Background: an optimization exercise with open tools, aiming at small area. Do not read the settings as production practice. The RTL was checked by simulation tests, not by an equivalence proof against the original design. Power is estimated from default activity; no workload was simulated.

== build 17 ==
Design top, start of the top module:
module top (
	input clk, reset,
	input [8:0] switches,
	input fkey,
	input bkey,
	output [11:0] rgb,
	output [7:0] sevseg0, sevseg1, sevseg2,
	output hsync, vsync
	);
	wire [9:0] x, y;
	wire indisplayinterval;
	wire square_on;
	sync v1 (.clk(clk), .rst(reset), .hsync(hsync), .vsync(vsync), .col(x), .row(y), .indisplayinterval(indisplayinterval));
	render r1 (.clk(clk), .indisplayinterval(indisplayinterval), .square_on(square_on), .rgb(rgb), .switches(switches));
	shapeselector ss1 (.x(x), .y(y), .clk(clk), .rst(reset), .square_on(square_on), .fkey(fkey), .bkey(bkey));
	DisplayDecoder d2(switches[8:6], sevseg2);
	DisplayDecoder d1(switches[5:3], sevseg1);
	DisplayDecoder d0(switches[2:0], sevseg0);
endmodule
For scale: about 390 cells after synthesis, about 51 I/O pins, about 2500 sq um of cells after synthesis.
export LEC_CHECK = 0
export ABC_AREA = 1
export CAP_MARGIN = 20
export CORE_MARGIN = 2
export CORE_UTILIZATION = 40
export SLEW_MARGIN = 20
create_clock -name core_clock -period 20.0 [get_ports {clk}]
standard.sh (not shown) runs the stock make flow with config.mk's settings and CLKGATE_MAP_FILE= SYNTH_SCRIPT=/design/flow/synth_recipe.tcl, a recipe that flattens the netlist after the stock synthesis.
==> flow/flow/run.sh <==
#!/bin/bash
# Layout flow: the standard synthesis, then the combinational logic between the
# registers is re-optimised and re-mapped for area with ABC (registers, their names
# and cells are kept as the standard synthesis made them), then the standard ORFS
# steps from floorplan to finish, with the port buffers made of the smallest buffer.
set -euo pipefail
HERE=$(pwd)
export BUFFER_PORTS_ARGS="-buffer_cell sky130_fd_sc_hd__buf_1"
export CTS_ARGS="-buf_list sky130_fd_sc_hd__clkbuf_4 -root_buf sky130_fd_sc_hd__clkbuf_4 -sink_clustering_enable -sink_clustering_size 50 -sink_clustering_max_diameter 500 -dont_use_dummy_load -repair_clock_nets"

bash standard.sh synth > log_synth.txt 2>&1

RES=$HERE/orfs/results/$FLOW_PLATFORM/top/base
LIB=$FLOW_HOME/platforms/sky130hd/lib/sky130_fd_sc_hd__tt_025C_1v80.lib
cp $RES/1_2_yosys.v $HERE/std_synth.v
DONT=$(grep -o "cell *( *\"\?sky130_fd_sc_hd__[a-z0-9_]*" $LIB | grep -o "sky130_fd_sc_hd__[a-z0-9_]*" | grep -E "probe|lpflow|clkdly|dlygate|dlymetal|clkbuf|clkinv|einv|ebuf|sparecell|__fa_|__ha_|__fah" | sed "s/^/-dont_use /" | tr "\n" " ")
cat > remap.ys <<EOT
read_liberty -ignore_miss_func $LIB
setattr -mod -set blackbox 1 sky130_fd_sc_hd__df* sky130_fd_sc_hd__conb*
read_verilog $HERE/std_synth.v
hierarchy -top $FLOW_TOP
flatten
opt_clean -purge
tee -o $HERE/stat_before.txt stat -liberty $LIB
abc -liberty $LIB $DONT -script $HERE/flow/remap.abc
opt_clean -purge
write_verilog -noattr $HERE/remap_raw.v
design -reset
read_liberty -lib $LIB
read_verilog $HERE/remap_raw.v
hierarchy -top $FLOW_TOP
check -assert
splitnets
opt_clean -purge
hilomap -hicell sky130_fd_sc_hd__conb_1 HI -locell sky130_fd_sc_hd__conb_1 LO
insbuf -buf sky130_fd_sc_hd__buf_1 A X
opt_clean -purge
check -assert -mapped
tee -o $HERE/stat_after.txt stat -liberty $LIB
write_verilog -noattr -noexpr -nohex -nodec $HERE/remapped.v
EOT
yosys remap.ys > log_remap.txt 2>&1

# equivalence of the re-mapped netlist with the standard one (registers matched by name)
cat > equiv.ys <<EOT
read_liberty -ignore_miss_func $LIB
read_verilog $HERE/std_synth.v
rename $FLOW_TOP gold
read_verilog $HERE/remapped.v
rename $FLOW_TOP gate
hierarchy -check
flatten
opt_clean
async2sync
equiv_make gold gate eq
hierarchy -top eq
equiv_simple -undef
equiv_induct -undef
equiv_status -assert
EOT
yosys equiv.ys > log_equiv.txt 2>&1

cp $HERE/remapped.v $RES/1_2_yosys.v
rm -f $RES/1_synth.odb $RES/1_synth.sdc
bash standard.sh finish > log_finish.txt 2>&1
Other scripts of this flow, unchanged in this note and not shown: flow/flow/remap.abc
Input-level comparison between build 7 and build 17:
diff --git a/flow/flow/run.sh b/flow/flow/run.sh
--- a/flow/flow/run.sh
+++ b/flow/flow/run.sh
@@ -8,3 +8,2 @@
 export BUFFER_PORTS_ARGS="-buffer_cell sky130_fd_sc_hd__buf_1"
-export CTS_ARGS="-buf_list sky130_fd_sc_hd__clkbuf_4 -root_buf sky130_fd_sc_hd__clkbuf_4 -sink_clustering_enable -sink_clustering_size 50 -sink_clustering_max_diameter 500 -dont_use_dummy_load -repair_clock_nets"
 
Results
- The minimum hold slack of build 7 was superior to that of build 17.
- Between build 17 and build 7, the timing-limited maximum frequency does not differ in any meaningful way.
- [diff] worst slew margin relative to its limit, build 7 relative to build 17: improvement
## Diff of input files: build 97 against build 7
diff --git a/flow/flow/run.sh b/flow/flow/run.sh
--- a/flow/flow/run.sh
+++ b/flow/flow/run.sh
@@ -8,2 +8,3 @@
 export BUFFER_PORTS_ARGS="-buffer_cell sky130_fd_sc_hd__buf_1"
+export CTS_ARGS="-buf_list sky130_fd_sc_hd__clkbuf_8 -root_buf sky130_fd_sc_hd__clkbuf_8 -sink_clustering_enable -sink_clustering_size 50 -sink_clustering_max_diameter 500 -dont_use_dummy_load -repair_clock_nets"
 
Results
Taking build 7 as the reference point, the fraction of layout cells with a size suffix above 1 of build 97 falls by 0.67 points.
Non-clock buffer count: build 7 vs build 97 — no meaningful difference
Cell leakage power (lower): build 97
On final period utilization, build 97 and build 7 are basically level.
The met3 wirelength from detailed routing in build 97 sits about 2.7% above the value recorded for build 7.
Build 97 has sequential share of layout area above what build 7 had.

========
The RTL this note starts from:
==> flow/design.v <==
module sync(input clk, rst, output hsync, vsync, output reg [8:0] cdist, rdist,
	output reg cleft, rtop, output indisplayinterval);
reg pclk;
wire hsync_done = ~cleft & cdist[8] & cdist[7] & cdist[6] & cdist[5];
wire vsync_done = ~rtop & rdist[8] & rdist[4] & rdist[3] & rdist[2] & rdist[0];
wire cdist_one = (cdist == 9'd1);
wire rdist_one = (rdist == 9'd1);
wire col_zero = cleft & cdist[8] & cdist[6];
always @(posedge clk or posedge rst)
begin
	if (rst)
		pclk <= 1'b0;
	else
		pclk <= ~pclk;
end
always @(posedge clk or posedge rst)
begin
	if (rst) begin
		cleft <= 1'b1;
		cdist <= 9'd320;    
		rtop <= 1'b1;
		rdist <= 9'd240;    
	end else if (!pclk) begin
		if (hsync_done) begin
			cleft <= 1'b1;
			cdist <= 9'd320;
			if (rtop) begin
				rdist <= rdist - 9'd1;
				rtop <= ~rdist_one;
			end else if (vsync_done) begin
				rtop <= 1'b1;
				rdist <= 9'd240;
			end else
				rdist <= rdist + 9'd1;
		end else if (cleft) begin
			cdist <= cdist - 9'd1;
			cleft <= ~cdist_one;
		end else
			cdist <= cdist + 9'd1;
	end
end
assign hsync = ~cleft && (cdist >= 9'd337) && (cdist <= 9'd384);
assign vsync = ~rtop && (col_zero ? ((rdist >= 9'd251) && (rdist <= 9'd283)) : ((rdist >= 9'd250) && (rdist <= 9'd282)));
assign indisplayinterval = (cleft || (cdist < 9'd320)) && (rtop || (rdist < 9'd240));
endmodule
module render(
	input clk,
	input indisplayinterval,
	input square_on,
	output [11:0] rgb,
	input [8:0] switches
	);
reg [8:0] sw_reg;
reg hitd;
always @(posedge clk)
begin
	sw_reg <= switches;
	hitd <= square_on;
end
wire [11:0] rgb_reg = hitd ? {1'b0, sw_reg[8:6], 1'b0, sw_reg[5:3], 1'b0, sw_reg[2:0]} : 12'hFFF;
assign rgb = indisplayinterval ? rgb_reg : 12'h000;
endmodule
module shapeselector(input [8:0] m, d, input top,
		input clk, input rst,
		output square_on,
		input fkey, input bkey);
reg [1:0] shapeSel;
reg fpend, bpend;
reg rec_on;
wire fgo = fkey & bkey & fpend;
wire bgo = fkey & bkey & bpend;
wire [1:0] s_new = fgo ? shapeSel + 2'd1 : bgo ? shapeSel - 2'd1 : shapeSel;
always @(posedge clk or posedge rst)
begin
	if (rst) begin
		shapeSel <= 2'd0;
		fpend <= 1'b0;
		bpend <= 1'b0;
	end else begin
		shapeSel <= s_new;
		fpend <= ~fkey;
		bpend <= fkey & ~bkey;
	end
end
wire dbig = d > 9'd70;
wire mbig = m > 9'd70;
wire [8:0] greater = dbig ? d : m;
wire [8:0] lesser = dbig ? m : d;
wire [8:0] bi = greater - 9'd71;
reg [6:0] wc;
always @(*)
begin
	case (bi[4:0])
	5'd0: wc = 7'd70;
	5'd1: wc = 7'd69;
	5'd2: wc = 7'd68;
	5'd3: wc = 7'd67;
	5'd4: wc = 7'd66;
	5'd5: wc = 7'd64;
	5'd6: wc = 7'd63;
	5'd7: wc = 7'd62;
	5'd8: wc = 7'd61;
	5'd9: wc = 7'd60;
	5'd10: wc = 7'd58;
	5'd11: wc = 7'd57;
	5'd12: wc = 7'd55;
	5'd13: wc = 7'd54;
	5'd14: wc = 7'd52;
	5'd15: wc = 7'd51;
	5'd16: wc = 7'd49;
	5'd17: wc = 7'd47;
	5'd18: wc = 7'd45;
	5'd19: wc = 7'd43;
	5'd20: wc = 7'd41;
	5'd21: wc = 7'd39;
	5'd22: wc = 7'd36;
	5'd23: wc = 7'd34;
	5'd24: wc = 7'd31;
	5'd25: wc = 7'd28;
	5'd26: wc = 7'd24;
	5'd27: wc = 7'd19;
	5'd28: wc = 7'd14;
	5'd29: wc = 7'd0;
	default: wc = 7'd0;
	endcase
end
wire in_circ = (!dbig && !mbig) || (!(dbig && mbig) && (greater <= 9'd100) && (lesser <= {2'b00, wc}));
wire [4:0] q = d[6:2];
wire frac = d[1] | d[0];
wire [6:0] wt = top ? 7'd25 - q - frac : 7'd25 + q;
wire rows_mid = d <= 9'd100;
wire in_tri  = rows_mid && (m <= {2'b00, wt});
wire in_rect = rows_mid && (m <= 9'd200);
wire in_sq   = (d <= 9'd150) && (m <= 9'd150);
wire hit = s_new[1] ? (s_new[0] ? in_tri : in_circ) :
           (s_new[0] ? in_sq : in_rect);
always @(posedge clk)
	rec_on <= hit;
assign square_on = rec_on;
endmodule
module top (
	input clk, reset,
	input [8:0] switches,
	input fkey,
	input bkey,
	output [11:0] rgb,
	output [7:0] sevseg0, sevseg1, sevseg2,
	output hsync, vsync
	);
	wire [8:0] m, d;
	wire cleft, rtop;
	wire indisplayinterval;
	wire square_on;
	sync v1 (.clk(clk), .rst(reset), .hsync(hsync), .vsync(vsync), .cdist(m), .rdist(d), .cleft(cleft), .rtop(rtop), .indisplayinterval(indisplayinterval));
	render r1 (.clk(clk), .indisplayinterval(indisplayinterval), .square_on(square_on), .rgb(rgb), .switches(switches));
	shapeselector ss1 (.m(m), .d(d), .top(rtop), .clk(clk), .rst(reset), .square_on(square_on), .fkey(fkey), .bkey(bkey));
	DisplayDecoder d2(switches[8:6], sevseg2);
	DisplayDecoder d1(switches[5:3], sevseg1);
	DisplayDecoder d0(switches[2:0], sevseg0);
endmodule
module DisplayDecoder(input [2:0] v, output reg [7:0] seg);
	always @(*)
	begin
		case (v)
		3'd0: seg = 8'hC0;
		3'd1: seg = 8'hF9;
		3'd2: seg = 8'hA4;
		3'd3: seg = 8'hB0;
		3'd4: seg = 8'h99;
		3'd5: seg = 8'h92;
		3'd6: seg = 8'h82;
		default: seg = 8'hF8;
		endcase
	end
endmodule
Settings: LEC_CHECK=0, ABC_AREA=1, CAP_MARGIN=0, CORE_MARGIN=2, CORE_UTILIZATION=65, SLEW_MARGIN=0; clock period 20.0 ns.
==> flow/flow/run.sh <==
#!/bin/bash
# Layout flow: the standard synthesis, then the combinational logic between the
# registers is re-optimised and re-mapped for area with ABC (registers, their names
# and cells are kept as the standard synthesis made them; several ABC seeds are
# tried and the smallest result is kept), then the standard ORFS steps from
# floorplan to finish, with the port buffers made of the smallest buffer and a
# small clock tree.
set -euo pipefail
HERE=$(pwd)
export BUFFER_PORTS_ARGS="-buffer_cell sky130_fd_sc_hd__buf_1"
export CTS_ARGS="-buf_list sky130_fd_sc_hd__clkbuf_4 -root_buf sky130_fd_sc_hd__clkbuf_4 -sink_clustering_enable -sink_clustering_size 8 -sink_clustering_max_diameter 60 -dont_use_dummy_load -repair_clock_nets"

bash standard.sh synth > log_synth.txt 2>&1

RES=$HERE/orfs/results/$FLOW_PLATFORM/top/base
LIB=$FLOW_HOME/platforms/sky130hd/lib/sky130_fd_sc_hd__tt_025C_1v80.lib
cp $RES/1_2_yosys.v $HERE/std_synth.v
DONT=$(grep -o "cell *( *\"\?sky130_fd_sc_hd__[a-z0-9_]*" $LIB | grep -o "sky130_fd_sc_hd__[a-z0-9_]*" | grep -E "probe|lpflow|clkdly|dlygate|dlymetal|clkbuf|clkinv|einv|ebuf|sparecell|__fa_|__ha_|__fah" | sed "s/^/-dont_use /" | tr "\n" " ")

remap() {
  local S=$1
  local SEED=${S%_*} MAP=${S#*_}
  if [ "$MAP" = m ]; then MAPCMD="amap -m"; else MAPCMD="amap"; fi
  sed -e "s/SEED/$SEED/" -e "s/MAPCMD/$MAPCMD/" $HERE/flow/remap.abc > $HERE/remap_$S.abc
  cat > remap_$S.ys <<EOT
read_liberty -ignore_miss_func $LIB
setattr -mod -set blackbox 1 sky130_fd_sc_hd__df* sky130_fd_sc_hd__conb*
read_verilog $HERE/std_synth.v
hierarchy -top $FLOW_TOP
flatten
opt_clean -purge
tee -o $HERE/stat_before.txt stat -liberty $LIB
abc -liberty $LIB $DONT -script $HERE/remap_$S.abc
opt_clean -purge
write_verilog -noattr $HERE/remap_raw_$S.v
design -reset
read_liberty -lib $LIB
read_verilog $HERE/remap_raw_$S.v
hierarchy -top $FLOW_TOP
check -assert
splitnets
opt_clean -purge
hilomap -hicell sky130_fd_sc_hd__conb_1 HI -locell sky130_fd_sc_hd__conb_1 LO
insbuf -buf sky130_fd_sc_hd__buf_1 A X
opt_clean -purge
check -assert -mapped
tee -o $HERE/stat_after_$S.txt stat -liberty $LIB
write_verilog -noattr -noexpr -nohex -nodec $HERE/remapped_$S.v
EOT
  yosys remap_$S.ys > log_remap_$S.txt 2>&1 || true
}

SEEDS="0_a 0_m 1_a 1_m 2_a 2_m 3_a 3_m 4_a 4_m 5_a 5_m 6_a 6_m 7_a 7_m"
for S in $SEEDS; do
  remap $S &
  while [ $(jobs -r | wc -l) -ge 4 ]; do sleep 1; done
done
wait

# candidates from smallest to largest; keep the first that is proven equivalent
# to the standard netlist (registers matched by name; the combinational cells'
# own names are hidden so that only ports and registers are matched)
for S in $SEEDS; do
  [ -f $HERE/remapped_$S.v ] || continue
  A=$(grep "Chip area" $HERE/stat_after_$S.txt | awk '{print $NF}')
  echo "$A $S"
done | sort -n > $HERE/remap_areas.txt
BEST=""
while read A S; do
  cat > equiv_$S.ys <<EOT
read_liberty -ignore_miss_func $LIB
read_verilog $HERE/std_synth.v
rename $FLOW_TOP gold
read_verilog $HERE/remapped_$S.v
rename $FLOW_TOP gate
hierarchy -check
rename -hide gold/w:_* gate/w:_*
rename -hide gold/c:_* gate/c:_*
flatten
opt_clean
async2sync
equiv_make gold gate eq
hierarchy -top eq
equiv_simple -undef
equiv_induct -undef
equiv_status -assert
EOT
  if yosys equiv_$S.ys < /dev/null > log_equiv_$S.txt 2>&1; then BEST=$S; break; fi
done < $HERE/remap_areas.txt
if [ -n "$BEST" ]; then
  echo "chosen $BEST" >> $HERE/remap_areas.txt
  cp $HERE/remapped_$BEST.v $HERE/remapped.v
else
  echo "no candidate proven, keeping the standard netlist" >> $HERE/remap_areas.txt
  cp $HERE/std_synth.v $HERE/remapped.v
fi

cp $HERE/remapped.v $RES/1_2_yosys.v
rm -f $RES/1_synth.odb $RES/1_synth.sdc
bash standard.sh finish > log_finish.txt 2>&1
==> flow/flow/remap.abc <==
strash
&get -n
&deepsyn -T 30 -S SEED
&put
dch
MAPCMD
topo
The first run went through all stages and came out clean.
Then changed:
- CORE_UTILIZATION: 65 -> 40
Effect: The new run passed the timing, DRC and antenna checks; power goes down by 0.80%; setup slack gets better by 0.040 ns; die area goes up by 58%; worst hold slack gets better by 0.017 ns; maximum frequency goes up by 0.44%.
Then changed:
--- a/flow/flow/run.sh
+++ b/flow/flow/run.sh
@@ -51,5 +51,5 @@
 }
 
-SEEDS="0_a 0_m 1_a 1_m 2_a 2_m 3_a 3_m 4_a 4_m 5_a 5_m 6_a 6_m 7_a 7_m"
+SEEDS=$(for i in $(seq 0 23); do echo -n "${i}_a ${i}_m "; done)
 for S in $SEEDS; do
   remap $S &
==> flow/flow/remap.abc (replaced) <==
strash
&get -n
&deepsyn -T 20 -S SEED
&put
dch
MAPCMD
topo
After rerunning:
- critical path depth does not change
- synthesized cell count stays the same
- final area does not change
- setup slack stays the same
- clock-buffer cell count stays the same
- power does not change
- non-clock buffer count is unchanged
- maximum frequency stays the same
- sequential share of layout area is unchanged
- hold slack stays the same
Then changed:
--- a/flow/flow/run.sh
+++ b/flow/flow/run.sh
@@ -9,5 +9,5 @@
 HERE=$(pwd)
 export BUFFER_PORTS_ARGS="-buffer_cell sky130_fd_sc_hd__buf_1"
-export CTS_ARGS="-buf_list sky130_fd_sc_hd__clkbuf_4 -root_buf sky130_fd_sc_hd__clkbuf_4 -sink_clustering_enable -sink_clustering_size 8 -sink_clustering_max_diameter 60 -dont_use_dummy_load -repair_clock_nets"
+export CTS_ARGS="-buf_list sky130_fd_sc_hd__clkbuf_4 -root_buf sky130_fd_sc_hd__clkbuf_4 -sink_clustering_enable -sink_clustering_size 6 -sink_clustering_max_diameter 40 -dont_use_dummy_load -repair_clock_nets"
 
 bash standard.sh synth > log_synth.txt 2>&1
@@ -51,5 +51,5 @@
 }
 
-SEEDS=$(for i in $(seq 0 23); do echo -n "${i}_a ${i}_m "; done)
+SEEDS="0_a 0_m 1_a 1_m 2_a 2_m 3_a 3_m 4_a 4_m 5_a 5_m 6_a 6_m 7_a 7_m"
 for S in $SEEDS; do
   remap $S &
==> flow/flow/remap.abc (replaced) <==
strash
&get -n
&deepsyn -T 30 -S SEED
&put
dch
MAPCMD
topo
After rerunning:
- The new run completed without violations
- critical path depth stays the same
- setup slack stays the same
- non-clock buffer count stays the same
- hold slack stays the same

## port drivers added, routing unchanged
The flow's constraints put no driver on any port. The routed layouts listed below were extracted and timed again, unchanged, in two steps.
Step 1 (the two cells are an assumption about what drives the block):
set clk [get_ports {clk}]
set_driving_cell -lib_cell sky130_fd_sc_hd__clkbuf_16 $clk
set_driving_cell -lib_cell sky130_fd_sc_hd__buf_2 [delete_from_list [all_inputs] $clk]
Step 2 moves the port delays by t, midway between the first and last clock arrival at a register: inputs arrive t later, outputs are due t later. That takes back most of the time a late clock gives input paths.
a / b / c = no drivers / after step 1 / after step 2; a / b = the first two.
run	t, ns	setup slack, ns	worst register clock-pin slew, ns
build 17	0.356	10.909 / 10.889 / 10.889	0.12 / 0.12
build 7	0.312	10.908 / 10.887 / 10.887	0.08 / 0.08
build 97	0.305	10.909 / 10.889 / 10.889	0.08 / 0.08
the first run of note 2	0.372	10.877 / 10.854 / 10.854	0.11 / 0.11
the second run of note 2	0.355	10.917 / 10.897 / 10.897	0.11 / 0.11
the third run of note 2	0.355	10.917 / 10.897 / 10.897	0.11 / 0.11
the fourth run of note 2	0.355	10.917 / 10.897 / 10.897	0.11 / 0.11
After both steps setup and hold are still met in every run listed. The setup slack of the first run of note 2, which loses most, moves by -0.023 ns with the drivers and by -0.023 ns with both steps.
